Background: an optimization exercise with open tools, aiming at small area. Do not read the settings as production practice.
Function was checked by simulation only, so behaviour that the tests miss may differ from the original.
Power is estimated from default activity; no workload was simulated.

### flow/flow/run.sh
#!/bin/bash
# Own layout flow:
#  1. the standard synthesis (standard.sh synth), unchanged;
#  2. its combinational logic re-mapped for area with ABC (flip-flops and tie
#     cells kept as they are: same instances, names and cell types), checked
#     equivalent to the standard netlist (falls back to it if not);
#  3. the standard ORFS steps, with buf_1 port buffers and a clock tree
#     without dummy loads.
# Each tool's output goes to a log_*.txt file in the work folder.
set -euo pipefail
W=$(pwd)
F=$W/flow
R=$W/orfs/results/$FLOW_PLATFORM/xiaoxiaxiadahuaidan/base
LIB=$FLOW_HOME/platforms/$FLOW_PLATFORM/lib/sky130_fd_sc_hd__tt_025C_1v80.lib
YOSYS=$(command -v yosys || echo /OpenROAD-flow-scripts/tools/install/yosys/bin/yosys)
TOP=$FLOW_TOP

bash standard.sh synth > $W/log_synth.txt 2>&1
cp $R/1_2_yosys.v $W/netlist_std.v
# the platform's dont-use cells, as the standard synthesis passed them to ABC
DU=$(grep -o -- "-dont_use [A-Za-z0-9_]*" $W/orfs/logs/$FLOW_PLATFORM/xiaoxiaxiadahuaidan/base/1_2_yosys.log | sort -u | tr '\n' ' ')

$YOSYS -p "read_liberty -ignore_miss_func $LIB; delete sky130_fd_sc_hd__dfxtp_1 sky130_fd_sc_hd__dfxtp_2 sky130_fd_sc_hd__dfxtp_4 sky130_fd_sc_hd__conb_1; read_verilog $F/stubs.v; read_verilog $W/netlist_std.v; hierarchy -top $TOP; flatten; opt -purge; abc -liberty $LIB $DU -script $F/area.abc; setundef -zero; opt_clean -purge; write_verilog -noattr $W/netlist_abc.v" > $W/log_reopt_abc.txt 2>&1
$YOSYS -p "read_liberty -lib $LIB; read_verilog $W/netlist_abc.v; hierarchy -top $TOP; hilomap -singleton -hicell sky130_fd_sc_hd__conb_1 HI -locell sky130_fd_sc_hd__conb_1 LO; insbuf -buf sky130_fd_sc_hd__buf_1 A X; opt_clean -purge; check -assert -mapped; tee -o $W/reopt_stat.txt stat -liberty $LIB; write_verilog -noattr -nohex -nodec $W/netlist_reopt.v" > $W/log_reopt_clean.txt 2>&1
if $YOSYS -p "read_liberty -ignore_miss_func $LIB; read_verilog $W/netlist_std.v; hierarchy -top $TOP; flatten; rename $TOP gold; design -stash gold; read_liberty -ignore_miss_func $LIB; read_verilog $W/netlist_reopt.v; hierarchy -top $TOP; flatten; rename $TOP gate; design -stash gate; design -copy-from gold -as gold gold; design -copy-from gate -as gate gate; equiv_make gold gate eq; hierarchy -top eq; equiv_simple; equiv_status -assert" > $W/log_reopt_equiv.txt 2>&1; then
  cp $W/netlist_reopt.v $R/1_2_yosys.v
  echo "re-mapped netlist used" > $W/reopt_result.txt
else
  echo "re-mapped netlist not proven equivalent; standard netlist kept" > $W/reopt_result.txt
fi
touch $R/1_2_yosys.v

bash standard.sh \
  "BUFFER_PORTS_ARGS=-buffer_cell sky130_fd_sc_hd__buf_1" \
  "CTS_ARGS=-sink_clustering_enable -repair_clock_nets -dont_use_dummy_load -buf_list sky130_fd_sc_hd__clkbuf_8" \
  finish > $W/log_layout.txt 2>&1
### flow/flow/area.abc
&get -n
&st
&deepsyn -T 60
&put
balance -l; resub -K 6 -l; rewrite -l; resub -K 6 -N 2 -l; refactor -l; resub -K 8 -l; balance -l; resub -K 8 -N 2 -l; rewrite -l; resub -K 10 -l; rewrite -z -l; resub -K 10 -N 2 -l; balance -l; resub -K 12 -l; refactor -z -l; resub -K 12 -N 2 -l; rewrite -z -l; balance -l
dch -f
amap
topo
### flow/flow/stubs.v
(* blackbox *) module sky130_fd_sc_hd__dfxtp_1(input CLK, input D, output Q); endmodule
(* blackbox *) module sky130_fd_sc_hd__dfxtp_2(input CLK, input D, output Q); endmodule
(* blackbox *) module sky130_fd_sc_hd__dfxtp_4(input CLK, input D, output Q); endmodule
(* blackbox *) module sky130_fd_sc_hd__conb_1(output HI, output LO); endmodule
### flow/standard.sh
#!/bin/bash
# synth_recipe.tcl (not shown) runs the flow's synth.tcl, then flattens the netlist and writes it again
# the make line also repeats each setting of config.mk as NAME=value (left out here)
make -C /OpenROAD-flow-scripts/flow DESIGN_CONFIG=/design/flow/config.mk WORK_HOME=/design/flow/orfs CLKGATE_MAP_FILE= SYNTH_SCRIPT=/design/flow/synth_recipe.tcl "${@:-finish}"
### flow/config.mk
export PLATFORM = sky130hd
export DESIGN_NAME = xiaoxiaxiadahuaidan
export DESIGN_NICKNAME = xiaoxiaxiadahuaidan
export VERILOG_FILES = /design/flow/design.v
export SDC_FILE = /design/flow/constraint.sdc
export NUM_CORES = 4
export LEC_CHECK = 0
export CAP_MARGIN = 20
export CORE_MARGIN = 2
export CORE_UTILIZATION = 60
export SLEW_MARGIN = 20
### flow/constraint.sdc
create_clock -name core_clock -period 12.5 [get_ports {clk}]
set_input_delay 2.5000 -clock core_clock [delete_from_list [all_inputs] [get_ports {clk}]]
set_output_delay 2.5000 -clock core_clock [all_outputs]
set_load 0.01 [all_outputs]
### flow/design.v
module xiaoxiaxiadahuaidan(clk,rst,zero,cpl,cpr,dirl,dirr,pwm1,doutb,dinb,rstb,enb,addrb,web,web1,doutb1,dinb1,enb1,addrb1,d1,d2,d3,d4,d5);
input clk;
input rst;
input zero;
input [31:0] doutb;
input [31:0] doutb1;
output [31:0] dinb;
output rstb;
output reg enb;
output [31:0] addrb;
output [3:0] web;
output [31:0] dinb1;
output reg enb1;
output [3:0] web1;
output [31:0] addrb1;
output reg cpl;
output reg cpr;
output reg dirl;
output reg dirr;
output reg pwm1;
output reg d1;
output reg d2;
output reg d3;
output d4;
output d5;
localparam IDLE = 3'd0, SCAN = 3'd1, W0 = 3'd2, W1 = 3'd3, W2 = 3'd4;
reg dinb1_0;
reg [1:0] er;            
assign dinb = 32'd0;
assign rstb = 1'b0;
assign web = 4'b0000;
assign web1 = 4'b0001;
assign addrb1 = 32'h40000000;
assign d4 = 1'b0;
assign d5 = 1'b1;
assign addrb = {er[1], {19{enb}}, {7{er[1]}}, ~er[0], {4{er[1]}}};
assign dinb1 = {31'd0, dinb1_0};
reg [2:0] ms;
reg game_end;
reg [1:0] cnt;           
reg [6:0] sx, ex;        
reg [7:0] sy, ey;        
reg finish0, first;
reg [1:0] a1;
reg b1;
reg [5:0] stepx;
reg [6:0] stepy;
reg mx, xys_state, en_xy;
reg l_cp, r_cp, l_dir, r_dir;
reg en_front, en_behind, en_left, en_right;
reg [7:0] kx, qx, ky, qy;    
reg [3:0] rx, ry;
reg x_state, y_state;
reg [1:0] dx, dy;
reg zdown, lala;
reg [11:0] countera;
reg pmode;               
reg [1:0] pc;
reg [8:0] pc1;
reg [6:0] des_row, self_row;
reg [7:0] des_col, self_col;
function [12:0] inc12;   
  input [11:0] x;
  integer i;
  reg c;
  begin
    c = 1'b1;
    for (i = 0; i < 12; i = i + 1) begin
      inc12[i] = x[i] ^ c;
      c = x[i] & c;
    end
    inc12[12] = c;
  end
endfunction
function [8:0] sub8;     
  input [7:0] a;
  input [7:0] b;
  integer i;
  reg bw;
  begin
    bw = 1'b0;
    for (i = 0; i < 8; i = i + 1) begin
      sub8[i] = a[i] ^ b[i] ^ bw;
      bw = (~a[i] & b[i]) | (~(a[i] ^ b[i]) & bw);
    end
    sub8[8] = bw;
  end
endfunction
function [7:0] cneg8;    
  input [7:0] x;
  input s;
  integer i;
  reg c;
  begin
    c = s;
    for (i = 0; i < 8; i = i + 1) begin
      cneg8[i] = x[i] ^ s ^ c;
      c = (x[i] ^ s) & c;
    end
  end
endfunction
wire [6:0] psx = {doutb[25],doutb[26],doutb[27],doutb[28],doutb[29],doutb[30],doutb[31]};
wire [7:0] psy = {doutb[16],doutb[17],doutb[18],doutb[19],doutb[20],doutb[21],doutb[22],doutb[23]};
wire [6:0] pex = {doutb[9],doutb[10],doutb[11],doutb[12],doutb[13],doutb[14],doutb[15]};
wire [7:0] pey = {doutb[0],doutb[1],doutb[2],doutb[3],doutb[4],doutb[5],doutb[6],doutb[7]};
wire [8:0] xs = sub8({1'b0, ex}, {1'b0, sx});
wire [8:0] ys = sub8(ey, sy);
wire xz = xs[7:0] == 8'd0;
wire yz = ys[7:0] == 8'd0;
wire xpos = !xs[8] && !xz;
wire ypos = !ys[8] && !yz;
wire [7:0] xxx8 = cneg8(xs[7:0], xs[8]);
wire [6:0] xxx = xxx8[6:0];
wire [7:0] yyy = cneg8(ys[7:0], ys[8]);
wire [8:0] ds = sub8(yyy, xxx8);
wire xeqy = ds[7:0] == 8'd0;
wire xlty = !ds[8] && !xeqy;
wire [7:0] dd = cneg8(ds[7:0], ds[8]);      
wire [6:0] mxy = xlty ? xxx : yyy[6:0];
wire [12:0] hs = inc12({5'd0, dd[7:1]});
wire [6:0] half = (a1 != 2'd0 && dd[0]) ? hs[6:0] : dd[7:1];
wire R = !rst && !zero;
wire N = !R && rst && !game_end;
wire G = !R && !N;
wire nidle = N && ms == IDLE;
wire nscan = N && ms == SCAN;
wire w0 = N && ms == W0;
wire w1 = N && ms == W1;
wire w2 = N && ms == W2;
wire nbad = N && ms > W2;
wire at_start = self_row == sx && self_col == sy;
wire w0_go = w0 && at_start;
wire w0_mv = w0 && !at_start;
wire zup_w0 = w0_mv && !first && !finish0 && zdown;
wire f0_set = w0_mv && !first && !finish0 && !zdown;
wire move0 = w0_mv && (first || finish0 || !zdown);
wire move0_done = move0 && x_state && y_state;
wire w1_pt = w1 && xz && yz;
wire zdn = w1 && !(xz && yz) && !zdown;
wire w1a = w1 && !(xz && yz) && zdown;
wire split = !xz && !yz && !xeqy;
wire ph_xy = !xz && !yz && (xeqy || a1 == 2'd1);
wire ph_x = !xz && (yz || (split && !xlty && a1 != 2'd1));
wire ph_y = xz || (split && xlty && a1 != 2'd1);
wire call_xy = w1a && ph_xy && !xys_state;
wire done_xy = w1a && ph_xy && xys_state;
wire call_x1 = w1a && ph_x && !x_state;
wire done_x1 = w1a && ph_x && x_state;
wire call_y1 = w1a && ph_y && !y_state;
wire done_y1 = w1a && ph_y && y_state;
wire last_ph = !split || a1 == 2'd2;
wire gmove = G && !zdown;
wire call_x = ((nidle || move0 || gmove) && !x_state) || call_x1;
wire call_y = ((nidle || move0 || gmove) && mx && !y_state) || call_y1;
wire zup = zup_w0 || (G && zdown);
wire [6:0] desr = move0 ? sx : w1 ? ex : des_row;
wire [7:0] desc = move0 ? sy : w1 ? ey : des_col;
wire bx = (call_x1 && split) || (!call_x1 && b1);
wire by = (call_y1 && split) || (!call_y1 && b1);
wire [5:0] stepx_new = half[5:0];
wire [6:0] stepy_new = half;
wire [5:0] stepxv = (call_x1 && split) ? stepx_new : stepx;
wire [6:0] stepyv = (call_y1 && split) ? stepy_new : stepy;
wire [8:0] rs = sub8({1'b0, desr}, {1'b0, self_row});
wire [8:0] cs = sub8(desc, self_col);
wire rz = rs[7:0] == 8'd0;
wire cz = cs[7:0] == 8'd0;
wire rgt = !rs[8] && !rz;
wire rlt = rs[8];
wire cgt = !cs[8] && !cz;
wire clt = cs[8];
wire [7:0] rdiff8 = cneg8(rs[7:0], rs[8]);
wire [6:0] rdiff = rdiff8[6:0];
wire [7:0] cdiff = cneg8(cs[7:0], cs[8]);
wire [7:0] kx_new = call_xy ? {mxy, 1'b0} : bx ? {2'b0, stepxv} : {1'b0, rdiff};
wire [7:0] ky_new = by ? {1'b0, stepyv} : cdiff;
wire [12:0] qx1w = inc12({4'd0, qx});
wire [12:0] qy1w = inc12({4'd0, qy});
wire [7:0] qx1 = qx1w[7:0];
wire [7:0] qy1 = qy1w[7:0];
wire [12:0] rx1 = inc12({8'd0, rx});
wire [12:0] ry1 = inc12({8'd0, ry});
wire match_x = (rx == 4'd9 && qx1 == (call_xy ? kx_new : kx)) || (!call_xy && kx == 8'd0);
wire match_y = (ry == 4'd9 && qy1 == ky) || ky == 8'd0;
wire xact = call_x || call_xy;
wire tick_x = xact && dx == 2'd0;
wire tick_y = call_y && dy == 2'd0;
wire xfin = tick_x && match_x;
wire yfin = tick_y && match_y;
wire pen = zup || zdn;
wire [1:0] pc_e = (zdn == pmode) ? pc : 2'd0;
wire [8:0] pc1_e = (zdn == pmode) ? pc1 : 9'd0;
wire [12:0] pc1_1 = inc12({3'd0, pc1_e});
wire pc_wrap = zdn ? pc_e == 2'd3 : pc_e == 2'd2;
wire [12:0] ca1w = inc12(countera);
wire [11:0] ca1 = ca1w[11:0];
wire ca_wrap = ca1 == 12'd3000;
wire lala_v = lala;
wire p_on = pc1_e == 9'd1;
wire p_off = pc1_e == (zdn ? 9'd20 : 9'd10);
wire p_end = pc1_e == 9'd300;
wire [1:0] er_rd = doutb == 32'd0 ? 2'd0 : doutb == 32'd1 ? 2'd1 : 2'd2;
wire er0 = er == 2'd0;
wire rd_done = er0 && cnt == 2'd3;
wire er_cur1 = rd_done ? doutb == 32'd1 : er == 2'd1;
wire cmd_done = er == 2'd1 && cnt == 2'd3;
wire same = psx == sx && psy == sy && pex == ex && pey == ey;
always @(posedge clk) begin
  if (R) begin
    ms <= IDLE; game_end <= 1'b0; enb <= 1'b0; enb1 <= 1'b1; dinb1_0 <= 1'b0;
    d1 <= 1'b0; d2 <= 1'b0; d3 <= 1'b0; er <= 2'd0; cnt <= 2'd0;
    sx <= 0; sy <= 0; ex <= 0; ey <= 0;
    finish0 <= 1'b0; first <= 1'b1; a1 <= 2'd0; b1 <= 1'b0; stepx <= 0; stepy <= 0;
    mx <= 1'b0; xys_state <= 1'b0; en_xy <= 1'b1;
    l_cp <= 1'b0; r_cp <= 1'b0; l_dir <= 1'b0; r_dir <= 1'b0;
    en_front <= 1'b0; en_behind <= 1'b0; en_left <= 1'b0; en_right <= 1'b0;
    kx <= 0; qx <= 0; rx <= 0; ky <= 0; qy <= 0; ry <= 0;
    x_state <= 1'b0; y_state <= 1'b0; dx <= 0; dy <= 0;
    zdown <= 1'b0; lala <= 1'b0; countera <= 0; pmode <= 1'b0; pc <= 0; pc1 <= 0;
    des_row <= 0; des_col <= 0; self_row <= 0; self_col <= 0;
    pwm1 <= 1'b0; cpl <= 1'b0; cpr <= 1'b0; dirl <= 1'b0; dirr <= 1'b0;
  end else begin
    if (nidle && x_state && y_state && !zdown) ms <= SCAN;
    if (nscan && cmd_done) ms <= same ? SCAN : W0;
    if (w0_go || move0_done) ms <= W1;
    if (w1_pt) ms <= SCAN;
    if ((done_x1 || done_y1 || done_xy) && last_ph) ms <= W2;
    if (w2) ms <= SCAN;
    if (nbad) ms <= IDLE;
    if (nscan) begin
      if (er0) begin
        d1 <= 1'b1; d2 <= 1'b0; d3 <= 1'b0;
        cnt <= cnt + 2'd1;
        if (cnt == 2'd0) enb <= 1'b1;
        if (cnt == 2'd3) begin er <= er_rd; enb <= 1'b0; end
      end
      if (er_cur1) begin
        d1 <= 1'b0; d2 <= 1'b1; d3 <= 1'b0;
        cnt <= er0 ? 2'd1 : cnt + 2'd1;
        if (er0 || cnt == 2'd0) enb <= 1'b1;
        if (cmd_done) begin
          sx <= psx; sy <= psy; ex <= pex; ey <= pey;
          er <= 2'd0; enb <= 1'b0;
          if (pex == 7'd0 && pey == 8'd0) game_end <= 1'b1;
        end
      end
    end
    if (G) begin d1 <= 1'b0; d2 <= 1'b0; d3 <= 1'b1; end
    if (nidle || w1_pt || w2 || (nscan && cmd_done && same)) begin enb1 <= 1'b1; dinb1_0 <= 1'b1; end
    else if (nscan && er_cur1) begin enb1 <= 1'b1; dinb1_0 <= 1'b0; end
    else if (nscan) enb1 <= 1'b0;
    if (w0_go || move0_done) begin first <= 1'b0; finish0 <= 1'b0; end
    else if (f0_set) finish0 <= 1'b1;
    if (call_x1 && split) begin b1 <= 1'b1; stepx <= stepx_new; end
    if (call_y1 && split) begin b1 <= 1'b1; stepy <= stepy_new; end
    if (call_xy) b1 <= 1'b1;
    if (split && (done_x1 || done_y1 || done_xy)) begin
      b1 <= 1'b0;
      a1 <= a1 == 2'd2 ? 2'd0 : a1 + 2'd1;
    end
    if (done_xy) begin b1 <= 1'b0; en_xy <= 1'b1; xys_state <= 1'b0; end
    if (move0) begin des_row <= sx; des_col <= sy; end
    if (w1) begin des_row <= ex; des_col <= ey; end
    if (nidle || G) begin des_row <= 0; des_col <= 0; end
    if (xact) begin
      kx <= kx_new;
      dx <= dx + 2'd1;
      if (dx == 2'd0) begin
        if (match_x) begin qx <= 0; rx <= 0; end
        else if (rx == 4'd9) begin rx <= 0; if (!qx1w[8]) qx <= qx1; end
        else rx <= rx1[3:0];
      end
    end
    if (call_x) begin
      if (bx) begin en_front <= !xpos; en_behind <= xpos; end
      else begin en_front <= rlt; en_behind <= rgt; end
      if (xfin) begin en_front <= 1'b0; en_behind <= 1'b0; self_row <= desr; end
    end
    if (call_xy) begin
      l_cp <= xpos == ypos; r_cp <= xpos != ypos; l_dir <= xpos | ypos; r_dir <= !(xpos & !ypos);
      if (xfin) begin xys_state <= 1'b1; en_xy <= 1'b0; end
    end
    if (call_y) begin
      ky <= ky_new;
      dy <= dy + 2'd1;
      if (by) begin en_left <= ypos; en_right <= !ypos; end
      else begin en_left <= cgt; en_right <= clt; end
      if (dy == 2'd0) begin
        if (match_y) begin qy <= 0; ry <= 0; en_left <= 1'b0; en_right <= 1'b0; self_col <= desc; end
        else if (ry == 4'd9) begin ry <= 0; if (!qy1w[8]) qy <= qy1; end
        else ry <= ry1[3:0];
      end
    end
    if (((done_x1 || done_y1 || done_xy) && split && a1 == 2'd2) || (done_xy && !split)) begin
      self_row <= ex; self_col <= ey;
    end
    if (call_x && xfin) begin x_state <= 1'b1; mx <= 1'b1; end
    if (yfin) begin y_state <= 1'b1; mx <= 1'b0; end
    if (done_x1) begin x_state <= 1'b0; mx <= 1'b0; end
    if (done_y1) y_state <= 1'b0;
    if ((nidle && x_state && y_state && !zdown) || w0_go || move0_done) begin x_state <= 1'b0; y_state <= 1'b0; end
    if (xact && dx == 2'd3) begin cpl <= 1'b0; cpr <= 1'b0; end
    if (call_x && tick_x && (en_front || en_behind)) begin dirl <= !en_front; dirr <= en_front; cpl <= 1'b1; cpr <= 1'b1; end
    if (call_xy && tick_x && en_xy) begin dirl <= l_dir; dirr <= r_dir; cpl <= l_cp; cpr <= r_cp; end
    if (call_y && dy == 2'd3) begin cpl <= 1'b0; cpr <= 1'b0; end
    if (tick_y && (en_left || en_right)) begin dirl <= !en_right; dirr <= !en_right; cpl <= 1'b1; cpr <= 1'b1; end
    if (pen) begin
      pmode <= zdn;
      if (pc_wrap) begin pc <= 2'd0; pc1 <= pc1_1[8:0]; end
      else begin pc <= pc_e + 2'd1; pc1 <= pc1_e; end
      if (p_on) pwm1 <= 1'b1;
      else if (p_off) pwm1 <= 1'b0;
      else if (p_end) begin
        pc1 <= 9'd0;
        if (zup && lala) zdown <= 1'b0;
        if (zdn && !lala) zdown <= 1'b1;
      end
      countera <= ca_wrap ? 12'd0 : ca1;
      if (ca_wrap) lala <= zup;
    end
  end
end
endmodule
==> flow_summary_export.csv, run 1 <==
group,metric,value,unit
sta,rsz0062_at_grt,"no",
yosys,syn_avg_cell_area,6.75,sq um
cts,numCtsBuffers,17,
setup_path,path_common_cell,"nor2_1",
floorplan,die_w,132,um
grt,grt_max_degree,48,
floorplan,pin_count,216,
setup_path,critPathSlowestCell,"a2111oi_0",
drt,wl_per_cell,15.9,um
hold_path,min_path_cells,2,
yosys,synth_cells,1445,
floorplan,initial_utilization,61.4,%
floorplan,rows,46,
final_layout,syn_to_final_growth,7.70,%
grt,met3_usage,6.10,%
setup_path,worst_ep_required_time,12.81,ns
final_layout,diodes,0,
cts,clk_latency,0.47,ns
sta,hold_viol,0,
grt,grt_first_pass_wirelength,43.6,mm
hold_path,min_from,"dinb1_0$_SDFFE_PP0P_",
final_layout,nNetsFinal,1584,
setup_path,crit_arrival,9.93,ns
setup_path,cp_max_fo,11,
sta,skew,0.0335,ns
final_layout,drive_gt1_share,1.91,%
grt,met2_usage,49.6,%
cts,tritoncts,"yes",
drt,via_count,10127,
run_status,run_status,"timing/DRC/antenna clean",
floorplan,coreArea,15900,sq um
pwr,irDropWorstVdd,0.120,mV
setup_path,r2r_end,"self_row[2]$_SDFFE_PP0P_",
cts,clkTransAtPathRegs,0.10,ns
setup_path,start_kind,"flip-flop",
drt,final_antenna_net_count,0,
yosys,yosysWarnings,1,
setup_path,slowest_delay,0.78,ns
cts,cts.sinks,180,
pwr,leakage,0.00381,uW
place,io_buffer_count,77,
sta,max_slew_margin,31.8,%
sta,drv_slew,0,
grt,grt_usage,30.9,%
drt,initialDrtViolationCount,982,
setup_path,end_kind,"flip-flop",
cts,hold_buffers,0,
setup_path,timing.rr.start,"ey[0]$_SDFFE_PP0P_",
cts,h-tree-depth,4,
grt,grt_pass1_vias,8778,
drt,wirelength,27.6,mm
grt,grt_antenna_before_repair,0,
setup_path,worst-r2r-setup-slack,2.88,ns
grt,busiest_layer,"met2",
drt,drc,0,
drt,vias_per_cell,5.85,
setup_path,worst-r2r-cell-count,49,
run,drv_cap,0,
pwr,cellPowerDensity,109,nW/um^2
sta,worst_pin_slew,0.998,ns
place,dp.final_hpwl,21.5,mm
hold_path,min_to,"dinb1_0$_SDFFE_PP0P_",
place,gp_congestion,0.955,
setup_path,critPathKind,"reg -> reg",
sta,post-route-period-util,77.0,%
floorplan,die_h,132,um
yosys,syn_area,9750,sq um
cts,postCtsSetupBuffers,0,
drt,first_pass_iters,12,
sta,fin_setup_tns,0,ns
sta,fmax,104,MHz
cts,cts-root-buf,"clkbuf_8",
hold_path,hold_path.class,"reg -> reg",
cts,cts_resized,0,
grt,grt_overflow_total,0,
sta,setup_violations,0,
grt,gr-usage-met1,42.4,%
floorplan,die_area,17300,sq um
sta,fin_crit,9.62,ns
cts,cts_buffer_depth,2,
pwr,finalPower,1140,uW
==> worst max path at each step <==
stage                       startpoint                  endpoint  slack, ns  cells past startpoint
floorplan           sy[0]$_SDFFE_PP0P_  self_row[2]$_SDFFE_PP0P_       4.76                     45
global placement    sy[1]$_SDFFE_PP0P_  self_row[3]$_SDFFE_PP0P_       3.34                     44
detailed placement  sy[0]$_SDFFE_PP0P_  self_row[2]$_SDFFE_PP0P_       3.20                     49
CTS                 ey[0]$_SDFFE_PP0P_  self_row[2]$_SDFFE_PP0P_       3.12                     49
global route        ey[0]$_SDFFE_PP0P_  self_row[6]$_SDFFE_PP0P_       1.91                     49
finish              ey[0]$_SDFFE_PP0P_  self_row[2]$_SDFFE_PP0P_       2.88                     49
==> flip-flops by register name, indices dropped and copies added (netlist names), 4 cells and up <==
signal	cells
sy	8
countera	12
des_row	7
kx	8
pc1	9
sx	7
qy	8
ry	4
rx	4
qx	8
stepy	7
self_row	7
ey	8
ky	8
stepx	6
des_col	8
self_col	8
ex	7
==> final cells by class <==
class	instances	area (sq um)
fill	1525	5380
multi-input combinational	1035	5310
sequential	180	3600
inverter	198	743
timing repair buffer	85	349
tap	216	270
clock buffer	17	234
==> critical path: cells and delay by family, from the launching register on <==
family	cells	cell delay, ns
DFF	1	0.36
AOI/OAI and AO/OA	21	4.01
and+or+nand+nor	21	3.67
buffers and inverters	7	1.38
==> report_power, final <==
group / leakage [uW] / total, uW / internal [uW] / switching [uW]
Clock: 0.000122 / 307 / 120 / 186
Sequential: 0.00146 / 632 / 608 / 23.8
Combinational: 0.00223 / 203 / 60.6 / 142
Total: 0.00381 / 1140 / 789 / 352
==> layout by cell type, fill, tap and decap left out, types with 15 or more instances in the layout <==
cell type  instances
a211oi_1          15
dfxtp_1          180
buf_1             77
nor2b_1           20
a21oi_1           71
nor2_1           245
nor3_1            41
clkbuf_8          17
conb_1           106
o22ai_1          132
a222oi_1          23
o21ai_0          102
nand2_1          122
clkinv_1         198
==> metrics by stage <==
step           hold slack (ns)  setup WS (ns)  utilization [%]  area, sq um  std cells
2_1_floorplan            0.422           4.76                -        10100       1549
3_3_place_gp             0.433           3.34             64.6        10300       1714
3_5_place_dp             0.435           3.20             64.6        10300       1714
4_1_cts                  0.445           3.12             66.1        10500       1731
5_1_grt                  0.473           1.91             66.1        10500       1731
6_report                 0.444           2.88             66.1        10500       1731
==> per-layer routing <==
layer	share of wire [%]	up-vias	routed length [um]
li1	-	5024	-
met1	44	4568	12000
met2	45	485	12300
met3	9.7	50	2670
met4	2.0	0	542
met5	0	-	0
==> run 2: changes to the inputs <==
--- a/flow/config.mk
+++ b/flow/config.mk
@@ -9,3 +9,3 @@
 export CORE_MARGIN = 2
-export CORE_UTILIZATION = 60
+export CORE_UTILIZATION = 40
 export SLEW_MARGIN = 20
==> run 2 against run 1 <==
Effect of this change:
- still clean on timing, DRC and antenna
- via count shrank 2.3%
- die area is 48% higher
- sequential power barely moved
- worst setup slack improved by 0.0039 ns
- flip-flop and latch count stayed put
- critical endpoint is now self_row[5]$_SDFFE_PP0P_
- largest power group unchanged
==> flow_summary_export.csv, run 2 <==
group,metric,value,unit
cts,numCtsBuffers,17,
setup_path,end_kind,"flip-flop",
cts,tritoncts,"yes",
final_layout,drive_gt1_share,1.92,%
place,gp_congestion,0.909,
final_layout,syn_to_final_growth,9.03,%
setup_path,cp_max_fo,11,
cts,cts.sinks,180,
cts,postCtsSetupBuffers,0,
pwr,irDropWorstVdd,0.0567,mV
drt,drc,0,
floorplan,die_w,160,um
grt,grt_usage,22.1,%
sta,worst_pin_slew,1.17,ns
final_layout,reg_top3,"countera x12, pc1 x9",
final_layout,diodes,0,
setup_path,crit_arrival,9.92,ns
setup_path,slowest_delay,0.60,ns
cts,clk_latency,0.48,ns
drt,final_antenna_net_count,0,
grt,grt_first_pass_wirelength,45.6,mm
drt,via_count,9896,
sta,skew,0.0458,ns
final_layout,largest_register,"countera",
sta,fin_crit,9.62,ns
cts,clkTransAtPathRegs,0.10,ns
sta,max_slew_margin,21.1,%
setup_path,worstSetupStartpoint,"ex[0]$_SDFFE_PP0P_",
pwr,leakage,0.00381,uW
grt,grt_pass1_vias,8746,
cts,h-tree-depth,4,
final_layout,largest_reg_flops,12,
floorplan,coreArea,24100,sq um
drt,vias_per_cell,5.38,
hold_path,hold_path.class,"reg -> reg",
floorplan,rows,57,
grt,grt_antenna_before_repair,0,
pwr,finalPower,1150,uW
setup_path,critPathSlowestCell,"a2111oi_0",
floorplan,die_h,160,um
yosys,syn_avg_cell_area,6.75,sq um
setup_path,critPathKind,"reg -> reg",
cts,cts_resized,0,
place,io_buffer_count,77,
drt,first_pass_iters,6,
setup_path,path_common_cell,"nor2_1",
yosys,syn_area,9750,sq um
sta,setup_violations,0,
final_layout,nNetsFinal,1583,
floorplan,pin_count,216,
sta,post-route-period-util,76.9,%
yosys,yosysWarnings,1,
setup_path,start_kind,"flip-flop",
sta,drv_slew,0,
grt,grt_max_degree,48,
cts,cts_buffer_depth,2,
final_layout,instances_no_fill,1838,
setup_path,worst-r2r-setup-slack,2.88,ns
run_status,run_status,"timing/DRC/antenna clean",
final_layout,num-fill-cells,2526,
drt,wirelength,28.7,mm
run,drv_cap,0,
setup_path,cp_num_buf_inv,6,
sta,rsz0062_at_grt,"no",
place,dp.final_hpwl,22.5,mm
place,dp.cells,1821,
final_layout,final_common_cell,"nor2_1",
pwr,cellPowerDensity,108,nW/um^2
grt,grt_overflow_total,0,
setup_path,critical_path.top_delay_family,"compound AO/OA/AOI/OAI gates",
floorplan,die_area,25700,sq um
setup_path,worst_ep_required_time,12.80,ns
setup_path,timing.rr.start,"ex[0]$_SDFFE_PP0P_",
floorplan,initial_utilization,40.5,%
sta,fmax,104,MHz
sta,hold_viol,0,
final_layout,mostFrequentLayoutCells,"nor2_1 (245), clkinv_1 (198), dfxtp_1 (180)",
hold_path,min_from,"dinb1_0$_SDFFE_PP0P_",
yosys,synth_cells,1445,
drt,initialDrtViolationCount,845,
cts,cts-root-buf,"clkbuf_8",
cts,hold_buffers,0,
drt,wl_per_cell,15.6,um
sta,fin_setup_tns,0,ns
[run 2: changes by cell type in the layout (fill, tap and decap cells not counted), sizes merged]
| cell | before | now |
|---|---|---|
| buf | 85 | 84 |
[run 2: per-stage QoR]
| step | hold WS (ns) | area (sq um) | utilization, % | setup slack [ns] |
|---|---|---|---|---|
| after global routing | 0.481 | 10600 | 44.1 | 1.90 |
| after CTS | 0.465 | 10600 | 44.1 | 2.96 |
| final | 0.455 | 10600 | 44.1 | 2.88 |
| after global placement | 0.433 | 10400 | 43.1 | 3.16 |
| after floorplan | 0.422 | 10100 | - | 4.76 |
| after detailed placement | 0.451 | 10400 | 43.1 | 3.07 |
[run 2: worst min-delay path, stage by stage (launching register included)]
cell and delay [ns]:
dfxtp_1 0.32, clkinv_1 0.04, o31ai_1 0.05
[run 2: worst paths after layout]
check	end	depth (start not counted)
hold reg to reg	dinb1_0$_SDFFE_PP0P_	2
hold / removal	dinb1_0$_SDFFE_PP0P_	2
setup / recovery	self_row[5]$_SDFFE_PP0P_	46
setup reg to reg	self_row[5]$_SDFFE_PP0P_	46
[run 2: power by group]
| part | internal (uW) | switching, uW | leakage (uW) |
|---|---|---|---|
| sequential | 608 | 23.2 | 0.00146 |
| combinational | 60.5 | 143 | 0.00223 |
| clock | 121 | 192 | 0.000122 |
| total | 789 | 358 | 0.00381 |
[run 2: metal layers]
| metal | global-route usage, % | vias to the layer above | share of wire, % |
|---|---|---|---|
| met3 | 3.53 | 40 | 6.5 |
| met5 | 0 | - | 0 |
| met2 | 34.9 | 372 | 44 |
| met1 | 31.1 | 4454 | 47 |
| met4 | 6.35 | 0 | 2.1 |
| li1 | - | 5030 | - |
[run 2: area by class of cell]
type | count | area (sq um) | share of cell area, %
Clock buffer | 17 | 234 | 2.20
Multi-Input combinational cell | 1035 | 5310 | 49.9
Tap cell | 324 | 405 | 3.81
Sequential cell | 180 | 3600 | 33.9
Timing Repair Buffer | 84 | 342 | 3.21
Inverter | 198 | 743 | 6.99
==> run 3: changes to the inputs <==
--- a/flow/flow/run.sh
+++ b/flow/flow/run.sh
@@ -34,3 +34,3 @@
   "BUFFER_PORTS_ARGS=-buffer_cell sky130_fd_sc_hd__buf_1" \
-  "CTS_ARGS=-sink_clustering_enable -repair_clock_nets -dont_use_dummy_load -buf_list sky130_fd_sc_hd__clkbuf_8" \
+  "CTS_ARGS=-sink_clustering_enable -repair_clock_nets -dont_use_dummy_load" \
   finish > $W/log_layout.txt 2>&1
==> run 3 against run 2 <==
Effect of this change:
- still clean on timing, DRC and antenna
- critical path depth unchanged
- non-clock buffer count did not move
- clock power is 42% higher
- synthesized cell count stayed put
- design area grew 1.8%
- clock skew fell by 0.011 ns
- hold slack worse by 0.0038 ns
- first-iteration DRC count rose by 4.4%
- die area stayed put
- worst setup slack got worse by 0.0040 ns
- synthesized area stayed put
- largest cell class unchanged
- highest routed layer unchanged
==> flow_summary_export.csv, run 3 <==
group,metric,value,unit
sta,whs,0.451,ns
sta,hold_viol,0,
yosys,syn_area,9750,sq um
final_layout,syn_to_final_growth,11.0,%
floorplan,coreArea,24100,sq um
cts,cts_buffer_depth,2,
pwr,leakage,0.00390,uW
yosys,yosysWarnings,1,
floorplan,rows,57,
setup_path,critPathSlowestCell,"a2111oi_0",
drt,via_count,9964,
setup_path,worst_ep_required_time,12.77,ns
sta,post-route-period-util,77.0,%
drt,wirelength,28.8,mm
sta,fmax,104,MHz
final_layout,diodes,0,
setup_path,path_common_cell,"nor2_1",
floorplan,die_w,160,um
yosys,synth_cells,1445,
cts,clkTransAtPathRegs,0.07,ns
grt,met3_usage,3.71,%
final_layout,drive_gt1_share,1.92,%
run_status,run_status,"timing/DRC/antenna clean",
cts,postCtsSetupBuffers,0,
place,gp_congestion,0.909,
final_layout,final_common_cell,"nor2_1",
setup_path,start_kind,"flip-flop",
grt,grt_antenna_before_repair,0,
final_layout,largest_register,"countera",
drt,final_antenna_net_count,0,
setup_path,crit_arrival,9.89,ns
sta,fin_setup_tns,0,ns
floorplan,die_area,25700,sq um
sta,fin_crit,9.62,ns
drt,wl_per_cell,15.7,um
grt,grt_usage,22.2,%
cts,numCtsBuffers,17,
floorplan,die_h,160,um
cts,h-tree-depth,4,
floorplan,pin_count,216,
grt,grt_pass1_vias,8792,
cts,hold_buffers,0,
place,dp.final_hpwl,22.5,mm
drt,first_pass_iters,6,
setup_path,slowest_delay,0.60,ns
yosys,syn_avg_cell_area,6.75,sq um
cts,cts_resized,0,
grt,gr-usage-met1,31.1,%
sta,worst_pin_slew,1.11,ns
sta,setup_violations,0,
setup_path,worst-r2r-setup-slack,2.88,ns
floorplan,initial_utilization,40.5,%
final_layout,reg_top3,"countera x12, pc1 x9",
grt,grt_first_pass_wirelength,45.7,mm
cts,cts-root-buf,"clkbuf_16",
grt,grt_overflow_total,0,
grt,grt_max_degree,48,
place,io_buffer_count,77,
sta,skew,0.0349,ns
cts,tritoncts,"yes",
cts,clk_latency,0.44,ns
setup_path,cp_max_fo,11,
final_layout,mostFrequentLayoutCells,"nor2_1 (245), clkinv_1 (198), dfxtp_1 (180)",
drt,drc,0,
cts,cts.sinks,180,
drt,vias_per_cell,5.42,
setup_path,critPathKind,"reg -> reg",
hold_path,hold_path.class,"reg -> reg",
setup_path,end_kind,"flip-flop",
sta,max_slew_margin,25.2,%
drt,initialDrtViolationCount,882,
sta,drv_slew,0,
final_layout,nNetsFinal,1583,
pwr,cellPowerDensity,118,nW/um^2
grt,met2_usage,35.2,%
pwr,irDropWorstVdd,0.0765,mV
run,drv_cap,0,
grt,busiest_layer,"met2",
final_layout,largest_reg_flops,12,
sta,rsz0062_at_grt,"no",
## run 3: routing by layer
metal	wire length, um	vias to the layer above
met1	13300	4505
met4	595	0
met3	2140	44
met5	0	-
met2	12800	388
li1	-	5027
## run 3: area by class of cell
| type | count | area [sq um] |
|---|---|---|
| flip-flops and latches | 180 | 3600 |
| inverters | 198 | 743 |
| multi-input cells | 1035 | 5310 |
| well taps | 324 | 405 |
| fillers | 2497 | 13300 |
| repair buffers | 84 | 342 |
| clock buffers | 17 | 425 |
## run 3: power by group
group / switching, uW / internal, uW
sequential: 23.6 / 609
clock: 207 / 237
combinational: 142 / 60.5
total: 372 / 906
## run 3: stage by stage
| stage | cells | setup WS [ns] | instance area [sq um] | util (%) | total power, uW |
|---|---|---|---|---|---|
| finish | 1838 | 2.88 | 10800 | 44.9 | 1280 |
| global route | 1838 | 1.93 | 10800 | 44.9 | 1340 |
| CTS | 1838 | 2.98 | 10800 | 44.9 | 1290 |
| detailed placement | 1821 | 3.07 | 10400 | 43.1 | 846 |
| global placement | 1821 | 3.16 | 10400 | 43.1 | 843 |
| floorplan | 1549 | 4.76 | 10100 | - | 798 |
## run 3: critical path: cells and delay by family, from the launching register on
kind,cells,cell delay [ns]
buffers and inverters,6,1.21
and+or+nand+nor,18,3.01
DFF,1,0.48
AOI/OAI and AO/OA,22,4.75
## run 3: path summary, 6_finish.rpt
path / start / to / depth (start not counted)
setup reg to reg: ex[0]$_SDFFE_PP0P_ / self_row[5]$_SDFFE_PP0P_ / 46
hold / removal: dinb1_0$_SDFFE_PP0P_ / dinb1_0$_SDFFE_PP0P_ / 2
hold reg to reg: dinb1_0$_SDFFE_PP0P_ / dinb1_0$_SDFFE_PP0P_ / 2
setup / recovery: ex[0]$_SDFFE_PP0P_ / self_row[5]$_SDFFE_PP0P_ / 46
==> run 4: changes to the inputs <==
--- a/flow/design.v
+++ b/flow/design.v
@@ -74,2 +74,16 @@
 endfunction
+function [12:0] incc12;   
+  input [11:0] x;
+  input c0;
+  integer i;
+  reg c;
+  begin
+    c = c0;
+    for (i = 0; i < 12; i = i + 1) begin
+      incc12[i] = x[i] ^ c;
+      c = x[i] & c;
+    end
+    incc12[12] = c;
+  end
+endfunction
 function [8:0] sub8;     
@@ -178,6 +192,4 @@
 wire [12:0] qy1w = inc12({4'd0, qy});
-wire [7:0] qx1 = qx1w[7:0];
+wire [7:0] qx1 = qx1w[7:0];        
 wire [7:0] qy1 = qy1w[7:0];
-wire [12:0] rx1 = inc12({8'd0, rx});
-wire [12:0] ry1 = inc12({8'd0, ry});
 wire match_x = (rx == 4'd9 && qx1 == (call_xy ? kx_new : kx)) || (!call_xy && kx == 8'd0);
@@ -188,2 +200,6 @@
 wire xfin = tick_x && match_x;
+wire [12:0] dx1 = incc12({10'd0, dx}, xact);
+wire [12:0] dy1 = incc12({10'd0, dy}, call_y);
+wire [12:0] rx1 = incc12({8'd0, rx}, tick_x);
+wire [12:0] ry1 = incc12({8'd0, ry}, tick_y);
 wire yfin = tick_y && match_y;
@@ -193,4 +209,7 @@
 wire [12:0] pc1_1 = inc12({3'd0, pc1_e});
+wire mswitch = pen && zdn != pmode;
+wire [12:0] pcn = incc12({10'd0, mswitch ? 2'd0 : pc}, pen);
+wire [12:0] pc1n = incc12({3'd0, mswitch ? 9'd0 : pc1}, pen && pc_wrap);
 wire pc_wrap = zdn ? pc_e == 2'd3 : pc_e == 2'd2;
-wire [12:0] ca1w = inc12(countera);
+wire [12:0] ca1w = incc12(countera, pen);
 wire [11:0] ca1 = ca1w[11:0];
@@ -264,11 +283,7 @@
     if (nidle || G) begin des_row <= 0; des_col <= 0; end
-    if (xact) begin
-      kx <= kx_new;
-      dx <= dx + 2'd1;
-      if (dx == 2'd0) begin
-        if (match_x) begin qx <= 0; rx <= 0; end
-        else if (rx == 4'd9) begin rx <= 0; if (!qx1w[8]) qx <= qx1; end
-        else rx <= rx1[3:0];
-      end
-    end
+    if (xact) kx <= kx_new;
+    dx <= dx1[1:0];
+    rx <= (tick_x && (match_x || rx == 4'd9)) ? 4'd0 : rx1[3:0];
+    if (tick_x && match_x) qx <= 8'd0;
+    else if (tick_x && rx == 4'd9 && !qx1w[8]) qx <= qx1;
     if (call_x) begin
@@ -284,11 +299,10 @@
       ky <= ky_new;
-      dy <= dy + 2'd1;
       if (by) begin en_left <= ypos; en_right <= !ypos; end
       else begin en_left <= cgt; en_right <= clt; end
-      if (dy == 2'd0) begin
-        if (match_y) begin qy <= 0; ry <= 0; en_left <= 1'b0; en_right <= 1'b0; self_col <= desc; end
-        else if (ry == 4'd9) begin ry <= 0; if (!qy1w[8]) qy <= qy1; end
-        else ry <= ry1[3:0];
-      end
+      if (yfin) begin en_left <= 1'b0; en_right <= 1'b0; self_col <= desc; end
     end
+    dy <= dy1[1:0];
+    ry <= (tick_y && (match_y || ry == 4'd9)) ? 4'd0 : ry1[3:0];
+    if (tick_y && match_y) qy <= 8'd0;
+    else if (tick_y && ry == 4'd9 && !qy1w[8]) qy <= qy1;
     if (((done_x1 || done_y1 || done_xy) && split && a1 == 2'd2) || (done_xy && !split)) begin
@@ -306,6 +320,7 @@
     if (tick_y && (en_left || en_right)) begin dirl <= !en_right; dirr <= !en_right; cpl <= 1'b1; cpr <= 1'b1; end
+    pc <= (pen && pc_wrap) ? 2'd0 : pcn[1:0];
+    pc1 <= (pen && p_end) ? 9'd0 : pc1n[8:0];
+    countera <= (pen && ca_wrap) ? 12'd0 : ca1;
     if (pen) begin
       pmode <= zdn;
-      if (pc_wrap) begin pc <= 2'd0; pc1 <= pc1_1[8:0]; end
-      else begin pc <= pc_e + 2'd1; pc1 <= pc1_e; end
       if (p_on) pwm1 <= 1'b1;
@@ -313,3 +328,2 @@
       else if (p_end) begin
-        pc1 <= 9'd0;
         if (zup && lala) zdown <= 1'b0;
@@ -317,3 +331,2 @@
       end
-      countera <= ca_wrap ? 12'd0 : ca1;
       if (ca_wrap) lala <= zup;
--- a/flow/flow/run.sh
+++ b/flow/flow/run.sh
@@ -34,3 +34,3 @@
   "BUFFER_PORTS_ARGS=-buffer_cell sky130_fd_sc_hd__buf_1" \
-  "CTS_ARGS=-sink_clustering_enable -repair_clock_nets -dont_use_dummy_load" \
+  "CTS_ARGS=-sink_clustering_enable -repair_clock_nets -dont_use_dummy_load -buf_list {sky130_fd_sc_hd__clkbuf_4 sky130_fd_sc_hd__clkbuf_8}" \
   finish > $W/log_layout.txt 2>&1
==> run 4 against run 3 <==
Effect of this change:
- synthesized cell count shrank 2.1%
- combinational power is about 10% higher
- cell count is 1.6% lower
- clock skew is 0.0018 ns higher
- count of clock-buffer cells in the layout is the same
- first-iteration DRC count is 6.2% higher
- critical path depth is the same
- die area is 0.83% lower
- sequential share of layout area increased by 0.78 points
- sequential power is essentially flat
==> flow_summary_export.csv, run 4 <==
group,metric,value,unit
place,io_buffer_count,77,
setup_path,cp_max_fo,12,
setup_path,timing.rr.start,"sy[0]$_SDFFE_PP0P_",
yosys,synth_cells,1414,
grt,grt_overflow_total,0,
final_layout,seq_area,3600,sq um
grt,busiest_layer,"met2",
floorplan,coreArea,23600,sq um
yosys,yosysWarnings,1,
final_layout,largest_register,"countera",
cts,h-tree-depth,4,
final_layout,instances_no_fill,1808,
floorplan,rows,56,
setup_path,slowest_delay,0.73,ns
drt,wirelength,28.8,mm
setup_path,crit_arrival,11.06,ns
cts,cts_resized,0,
cts,clkTransAtPathRegs,0.10,ns
final_layout,syn_to_final_growth,9.38,%
final_layout,multiInputGateArea,5310,sq um
final_layout,num-fill-cells,2436,
setup_path,critPathSlowestCell,"a2111oi_0",
grt,grt_usage,22.3,%
setup_path,end_kind,"flip-flop",
grt,gr-usage-met1,31.6,%
final_layout,diodes,0,
sta,fin_crit,10.77,ns
run,drv_cap,0,
setup_path,path_common_cell,"nand2_1",
run_status,run_status,"timing/DRC/antenna clean",
drt,final_antenna_net_count,0,
grt,grt_pass1_vias,8672,
sta,drv_slew,0,
sta,skew,0.0367,ns
drt,via_count,9860,
cts,cts-root-buf,"clkbuf_8",
cts,clk_latency,0.46,ns
grt,met2_usage,35.1,%
final_layout,nNetsFinal,1558,
cts,tritoncts,"yes",
floorplan,pin_count,216,
cts,cts.sinks,180,
cts,postCtsSetupBuffers,0,
setup_path,critPathKind,"reg -> reg",
cts,numCtsBuffers,17,
pwr,irDropWorstVdd,0.0755,mV
setup_path,worst_ep_required_time,12.79,ns
setup_path,worst-r2r-setup-slack,1.73,ns
final_layout,largest_reg_flops,12,
sta,post-route-period-util,86.2,%
cts,cts_buffer_depth,2,
grt,met3_usage,4.40,%
grt,grt_first_pass_wirelength,46.0,mm
hold_path,min_path_cells,1,
floorplan,die_h,159,um
final_layout,reg_top3,"countera x12, pc1 x9",
final_layout,final_common_cell,"nor2_1",
drt,wl_per_cell,15.9,um
sta,worst_pin_slew,0.960,ns
yosys,syn_area,9670,sq um
floorplan,initial_utilization,41.0,%
grt,grt_antenna_before_repair,0,
setup_path,worst-r2r-cell-count,46,
yosys,syn_avg_cell_area,6.84,sq um
grt,grt_max_degree,39,
drt,first_pass_iters,7,
setup_path,start_kind,"flip-flop",
drt,initialDrtViolationCount,937,
hold_path,min_from,"lala$_SDFFE_PP0P_",
floorplan,die_w,159,um
sta,max_slew_margin,35.4,%
cts,hold_buffers,0,
floorplan,die_area,25400,sq um
drt,drc,0,
setup_path,r2r_end,"self_row[5]$_SDFFE_PP0P_",
sta,rsz0062_at_grt,"no",
sta,fin_setup_tns,0,ns
sta,hold_viol,0,
place,dp.cells,1791,
sta,setup_violations,0,
drt,vias_per_cell,5.45,
place,gp_congestion,0.987,
hold_path,hold_path.class,"reg -> reg",
sta,fmax,92.9,MHz
final_layout,drive_gt1_share,2.08,%
hold_path,min_to,"zdown$_SDFFE_PP0P_",
pwr,leakage,0.00379,uW
place,dp.final_hpwl,22.7,mm
pwr,cellPowerDensity,110,nW/um^2
final_layout,mostFrequentLayoutCells,"nor2_1 (247), dfxtp_1 (180), clkinv_1 (171)",
[run 4: cell types whose count changed in the layout (fill, tap and decap cells not counted), moves of 8 or more]
cell       delta
clkinv_1     -27
a21oi_1      -14
o22ai_1      -18
o21ai_0      -11
clkbuf_8     +17
nor3_1        +8
clkbuf_16    -17
[run 4: worst max-delay path: cells and delay by family (launching register included)]
family,cells,cell delay [ns]
AO/OA/AOI/OAI,21,5.19
buffers and inverters,6,1.14
flip-flops,1,0.45
AND/OR/NAND/NOR,19,3.79
[run 4: metrics by stage]
step | util [%] | total power (uW) | worst slack (ns) | instance area [sq um] | hold slack [ns]
3_3_place_gp | 43.8 | 866 | 2.27 | 10300 | 0.439
5_1_grt | 44.8 | 1220 | 0.583 | 10600 | 0.465
3_5_place_dp | 43.8 | 869 | 2.13 | 10300 | 0.440
6_report | 44.8 | 1160 | 1.73 | 10600 | 0.440
2_1_floorplan | - | 815 | 3.69 | 10100 | 0.419
4_1_cts | 44.8 | 1170 | 2.01 | 10600 | 0.445
[run 4: power breakdown]
part	total (uW)	internal [uW]	switching [uW]	leakage (uW)
clock	308	121	187	0.000122
sequential	634	609	24.9	0.00146
combinational	223	67.8	155	0.00221
total	1160	797	367	0.00379
[run 4: worst max path at each step]
stage,start,endpoint,cells after the start
after floorplan,sy[0]$_SDFFE_PP0P_,rx[2]$_SDFF_PP0_,43
after global placement,sy[0]$_SDFFE_PP0P_,self_row[4]$_SDFFE_PP0P_,46
after detailed placement,sy[0]$_SDFFE_PP0P_,self_row[5]$_SDFFE_PP0P_,46
after CTS,sy[0]$_SDFFE_PP0P_,self_row[5]$_SDFFE_PP0P_,46
after global routing,sy[0]$_SDFFE_PP0P_,self_row[6]$_SDFFE_PP0P_,46
final,sy[0]$_SDFFE_PP0P_,self_row[5]$_SDFFE_PP0P_,46
[run 4: metal layers]
metal,up-vias,wire (um)
met5,-,0
met4,0,391
met3,37,2000
met2,372,12800
met1,4494,13600
li1,4957,-
[run 4: final cells by class]
class	count	share of cell area, %
Tap cell	319	3.77
Sequential cell	180	34.1
Inverter	171	6.07
Timing Repair Buffer	90	3.65
Multi-Input combinational cell	1031	50.2
Clock buffer	17	2.21
==> run 5: changes to the inputs <==
--- a/flow/flow/run.sh
+++ b/flow/flow/run.sh
@@ -34,3 +34,3 @@
   "BUFFER_PORTS_ARGS=-buffer_cell sky130_fd_sc_hd__buf_1" \
-  "CTS_ARGS=-sink_clustering_enable -repair_clock_nets -dont_use_dummy_load -buf_list {sky130_fd_sc_hd__clkbuf_4 sky130_fd_sc_hd__clkbuf_8}" \
+  "CTS_ARGS=-sink_clustering_enable -repair_clock_nets -dont_use_dummy_load" \
   finish > $W/log_layout.txt 2>&1
==> run 5 against run 4 <==
Effect of this change:
- cell count unchanged
- critical path depth did not move
- hold slack better by 0.010 ns
- non-clock buffer count is the same
- synthesized area stayed put
- critical path type unchanged
- critical endpoint is now self_row[4]$_SDFFE_PP0P_
- largest cell class unchanged
==> flow_summary_export.csv, run 5 <==
group,metric,value,unit
sta,post-route-period-util,85.3,%
cts,cts.sinks,180,
sta,drv_slew,0,
cts,clkTransAtPathRegs,0.07,ns
setup_path,end_kind,"flip-flop",
drt,via_count,9858,
setup_path,timing.rr.start,"sy[0]$_SDFFE_PP0P_",
sta,max_slew_margin,36.0,%
sta,setup_violations,0,
setup_path,worst-r2r-cell-count,46,
floorplan,die_area,25400,sq um
setup_path,r2r_end,"self_row[4]$_SDFFE_PP0P_",
drt,wl_per_cell,15.9,um
place,gp_congestion,0.987,
setup_path,slowest_delay,0.70,ns
hold_path,min_to,"l_cp$_SDFFE_PP0P_",
setup_path,worst-r2r-setup-slack,1.84,ns
hold_path,min_from,"l_cp$_SDFFE_PP0P_",
drt,final_antenna_net_count,0,
floorplan,rows,56,
final_layout,mostFrequentLayoutCells,"nor2_1 (247), dfxtp_1 (180), clkinv_1 (171)",
cts,clk_latency,0.43,ns
final_layout,drive_gt1_share,2.08,%
yosys,synth_cells,1414,
sta,fin_ws,1.84,ns
floorplan,pin_count,216,
pwr,irDropWorstVdd,0.0758,mV
grt,grt_pass1_vias,8711,
setup_path,worst_ep_required_time,12.78,ns
sta,hold_viol,0,
grt,grt_max_degree,39,
cts,h-tree-depth,4,
drt,first_pass_iters,8,
final_layout,nNetsFinal,1558,
yosys,yosysWarnings,1,
setup_path,cp_max_fo,12,
grt,grt_usage,22.3,%
grt,grt_first_pass_wirelength,46.0,mm
floorplan,initial_utilization,41.0,%
place,placed_area,10300,sq um
final_layout,final_common_cell,"nor2_1",
sta,fmax,93.8,MHz
place,dp.final_hpwl,22.7,mm
drt,wirelength,28.8,mm
final_layout,largest_reg_flops,12,
setup_path,crit_arrival,10.94,ns
grt,grt_overflow_total,0,
setup_path,start_kind,"flip-flop",
final_layout,diodes,0,
cts,cts_buffer_depth,2,
setup_path,critPathKind,"reg -> reg",
cts,hold_buffers,0,
yosys,syn_area,9670,sq um
final_layout,syn_to_final_growth,11.4,%
hold_path,hold_path.class,"reg -> reg",
pwr,finalPower,1290,uW
final_layout,num-fill-cells,2407,
floorplan,die_h,159,um
floorplan,coreArea,23600,sq um
setup_path,critPathSlowestCell,"a2111oi_0",
drt,drc,0,
sta,fin_setup_tns,0,ns
pwr,cellPowerDensity,120,nW/um^2
cts,cts-root-buf,"clkbuf_16",
place,io_buffer_count,77,
place,post-place-ws,2.13,ns
final_layout,reg_top3,"countera x12, pc1 x9",
yosys,syn_avg_cell_area,6.84,sq um
sta,worst_pin_slew,0.955,ns
drt,vias_per_cell,5.45,
sta,fin_crit,10.66,ns
final_layout,design_area,10800,sq um
run,drv_cap,0,
run_status,run_status,"timing/DRC/antenna clean",
setup_path,path_common_cell,"nand2_1",
cts,numCtsBuffers,17,
final_layout,largest_register,"countera",
cts,postCtsSetupBuffers,0,
pwr,leakage,0.00388,uW
floorplan,die_w,159,um
cts,cts_resized,0,
grt,grt_antenna_before_repair,0,
cts,tritoncts,"yes",
hold_path,min_path_cells,1,
sta,skew,0.0254,ns
drt,initialDrtViolationCount,1002,
sta,rsz0062_at_grt,"no",
run 5: how the worst max path moves through the flow:
| stage | depth (start not counted) | end | from | slack (ns) |
|---|---|---|---|---|
| after global routing | 46 | self_row[6]$_SDFFE_PP0P_ | sy[0]$_SDFFE_PP0P_ | 0.63 |
| after detailed placement | 46 | self_row[5]$_SDFFE_PP0P_ | sy[0]$_SDFFE_PP0P_ | 2.13 |
| after global placement | 46 | self_row[4]$_SDFFE_PP0P_ | sy[0]$_SDFFE_PP0P_ | 2.27 |
| after floorplan | 43 | rx[2]$_SDFF_PP0_ | sy[0]$_SDFFE_PP0P_ | 3.69 |
| after CTS | 46 | self_row[5]$_SDFFE_PP0P_ | sy[0]$_SDFFE_PP0P_ | 2.04 |
| final | 46 | self_row[4]$_SDFFE_PP0P_ | sy[0]$_SDFFE_PP0P_ | 1.84 |
run 5: worst max-delay path: cells and delay by family, from the launching register on:
family          cells  cell delay [ns]
flops               1             0.45
buf+inv             6             1.13
simple gates       19             3.77
compound gates     21             5.12
run 5: cell type report:
| type | instances | area [sq um] | share of cell area (%) |
|---|---|---|---|
| Tap cell | 319 | 399 | 3.71 |
| Clock buffer | 17 | 425 | 3.95 |
| Inverter | 171 | 642 | 5.96 |
| Timing Repair Buffer | 90 | 387 | 3.59 |
| Sequential cell | 180 | 3600 | 33.5 |
| Multi-Input combinational cell | 1031 | 5310 | 49.3 |
run 5: report_power, final:
part           total, uW  switching, uW  internal (uW)
logic                223            155           67.8
clock network        437            201            236
registers            634           24.9            610
total               1290            381            914
run 5: stage by stage:
stage	utilization [%]	hold WS, ns	cells
floorplan	-	0.419	1518
global placement	43.8	0.439	1791
detailed placement	43.8	0.440	1791
CTS	45.6	0.451	1808
global route	45.6	0.461	1808
finish	45.6	0.450	1808
run 5: per-layer routing:
metal	wire (um)	part of all wire, %	GRT usage [%]	up-vias
met1	13400	46	31.4	4477
met4	359	1.2	5.21	0
met2	12900	45	35.2	385
li1	-	-	-	4960
met5	0	0	0	-
met3	2130	7.4	4.40	36
==> run 6: changes to the inputs <==
--- a/flow/flow/run.sh
+++ b/flow/flow/run.sh
@@ -34,3 +34,3 @@
   "BUFFER_PORTS_ARGS=-buffer_cell sky130_fd_sc_hd__buf_1" \
-  "CTS_ARGS=-sink_clustering_enable -repair_clock_nets -dont_use_dummy_load" \
+  "CTS_ARGS=-sink_clustering_enable -repair_clock_nets -dont_use_dummy_load -buf_list sky130_fd_sc_hd__clkbuf_8" \
   finish > $W/log_layout.txt 2>&1
==> run 6 against run 5 <==
Effect of this change:
- synthesized cell count unchanged
- worst setup slack lost 0.11 ns
- cell count unchanged
- still clean on timing, DRC and antenna
- highest routed layer unchanged
- flip-flop and latch count unchanged
- routed wire length grew 0.10%
- design area is 1.8% lower
- critical endpoint is now self_row[5]$_SDFFE_PP0P_
- sequential share of layout area grew 0.61 points
- non-clock buffer count unchanged
- die area is the same
- combinational power about the same
- count of clock-buffer cells in the layout is the same
==> flow_summary_export.csv, run 6 <==
group,metric,value,unit
final_layout,drive_gt1_share,2.08,%
floorplan,die_h,159,um
drt,wirelength,28.8,mm
floorplan,initial_utilization,41.0,%
setup_path,critPathSlowestCell,"a2111oi_0",
pwr,leakage,0.00379,uW
pwr,cellPowerDensity,110,nW/um^2
final_layout,diodes,0,
final_layout,largest_reg_flops,12,
setup_path,start_kind,"flip-flop",
sta,hold_viol,0,
sta,rsz0062_at_grt,"no",
final_layout,largest_register,"countera",
cts,cts_resized,0,
yosys,synth_cells,1414,
final_layout,mostFrequentLayoutCells,"nor2_1 (247), dfxtp_1 (180), clkinv_1 (171)",
grt,gr-usage-met1,31.6,%
grt,met2_usage,35.1,%
sta,fin_setup_tns,0,ns
grt,grt_overflow_total,0,
yosys,yosysWarnings,1,
pwr,finalPower,1160,uW
place,gp_congestion,0.987,
place,dp.cells,1791,
setup_path,crit_arrival,11.06,ns
drt,via_count,9860,
final_layout,design_area,10600,sq um
place,io_buffer_count,77,
floorplan,coreArea,23600,sq um
cts,numCtsBuffers,17,
place,placed_area,10300,sq um
cts,h-tree-depth,4,
drt,first_pass_iters,7,
grt,grt_antenna_before_repair,0,
setup_path,cp_max_fo,12,
sta,setup_violations,0,
sta,skew,0.0367,ns
cts,cts.sinks,180,
sta,fmax,92.9,MHz
setup_path,slowest_delay,0.73,ns
sta,worst_pin_slew,0.960,ns
sta,drv_slew,0,
grt,grt_usage,22.3,%
grt,grt_pass1_vias,8672,
yosys,syn_area,9670,sq um
setup_path,worst_ep_required_time,12.79,ns
final_layout,fin_util,44.8,%
final_layout,syn_to_final_growth,9.38,%
cts,clk_latency,0.46,ns
cts,cts-root-buf,"clkbuf_8",
final_layout,num-fill-cells,2436,
drt,initialDrtViolationCount,937,
yosys,syn_avg_cell_area,6.84,sq um
sta,fin_crit,10.77,ns
cts,cts_buffer_depth,2,
final_layout,reg_top3,"countera x12, pc1 x9",
setup_path,critPathKind,"reg -> reg",
final_layout,final_common_cell,"nor2_1",
drt,vias_per_cell,5.45,
cts,postCtsSetupBuffers,0,
sta,max_slew_margin,35.4,%
sta,post-route-period-util,86.2,%
run,drv_cap,0,
place,dp.final_hpwl,22.7,mm
floorplan,die_area,25400,sq um
drt,drc,0,
final_layout,nNetsFinal,1558,
run_status,run_status,"timing/DRC/antenna clean",
grt,grt_first_pass_wirelength,46.0,mm
setup_path,path_common_cell,"nand2_1",
cts,tritoncts,"yes",
setup_path,end_kind,"flip-flop",
floorplan,rows,56,
drt,final_antenna_net_count,0,
floorplan,pin_count,216,
drt,wl_per_cell,15.9,um
grt,busiest_layer,"met2",
final_layout,instances_no_fill,1808,
pwr,irDropWorstVdd,0.0755,mV
grt,grt_max_degree,39,
floorplan,die_w,159,um
grt,met3_usage,4.40,%
cts,clkTransAtPathRegs,0.10,ns
cts,hold_buffers,0,
hold_path,hold_path.class,"reg -> reg",
==> run 6: critical path, delay by kind of cell, from the launching register on <==
kind / cells / cell delay, ns
buffers and inverters: 6 / 1.14
flip-flops: 1 / 0.45
AND/OR/NAND/NOR: 19 / 3.79
AO/OA/AOI/OAI: 21 / 5.19
==> run 6: worst paths after layout <==
kind	start	to	slack, ns	cells past startpoint
setup / recovery	sy[0]$_SDFFE_PP0P_	self_row[5]$_SDFFE_PP0P_	1.73	46
hold / removal	lala$_SDFFE_PP0P_	zdown$_SDFFE_PP0P_	0.44	1
setup reg to reg	sy[0]$_SDFFE_PP0P_	self_row[5]$_SDFFE_PP0P_	1.73	46
hold reg to reg	lala$_SDFFE_PP0P_	zdown$_SDFFE_PP0P_	0.44	1
==> run 6: where the power goes <==
part,total [uW],switching (uW),internal [uW]
logic,223,155,67.8
clock network,308,187,121
registers,634,24.9,609
==> run 6: area by class of cell <==
class                           instances  area, sq um  share of cell area [%]
Multi-Input combinational cell       1031         5310                    50.2
Sequential cell                       180         3600                    34.1
Inverter                              171          642                    6.07
Clock buffer                           17          234                    2.21
Timing Repair Buffer                   90          387                    3.65
Tap cell                              319          399                    3.77
==> run 6: per-layer routing <==
layer	part of all wire (%)	vias up
met5	0	-
met4	1.4	0
met3	6.9	37
met2	44	372
met1	47	4494
li1	-	4957
==> run 6: stage by stage <==
step / setup WS, ns / hold WS [ns]
5_1_grt: 0.583 / 0.465
3_3_place_gp: 2.27 / 0.439
4_1_cts: 2.01 / 0.445
3_5_place_dp: 2.13 / 0.440
2_1_floorplan: 3.69 / 0.419
6_report: 1.73 / 0.440

static timing again, ports no longer ideal:
No port has a modelled driver above. Below, the same layouts with a new extraction and two added sets of constraints.
Step 1 sets driving cells, clkbuf_16 on the clock port and buf_2 on the other inputs (assumed; they add their load-dependent delay and slew).
Step 2 times the ports against the registers' clock, not the clock port: input delays grow and output delays shrink by t, the midpoint of the rising clock arrivals with the driver on.
a / b / c = ideal ports / drivers / drivers and shift; a / b = the first two.
| run | shift t [ns] | slack for setup (ns) | worst hold slack (ns) | clock arrival spread, ns | pins driven straight from the clock port |
|---|---|---|---|---|---|
| run 1 | 0.493 | 2.879 / 2.879 / 2.879 | 0.444 / 0.444 / 0.444 | 0.034 / 0.034 | 1 |
| run 2 | 0.504 | 2.883 / 2.883 / 2.883 | 0.455 / 0.455 / 0.455 | 0.046 / 0.046 | 1 |
| run 3 | 0.474 | 2.879 / 2.879 / 2.879 | 0.451 / 0.451 / 0.451 | 0.035 / 0.035 | 1 |
| run 4 | 0.490 | 1.731 / 1.731 / 1.731 | 0.440 / 0.440 / 0.440 | 0.038 / 0.038 | 1 |
| run 5 | 0.470 | 1.837 / 1.837 / 1.837 | 0.450 / 0.450 / 0.450 | 0.025 / 0.026 | 1 |
| run 6 | 0.490 | 1.731 / 1.731 / 1.731 | 0.440 / 0.440 / 0.440 | 0.038 / 0.038 | 1 |
After both steps setup and hold are still met in every run listed.
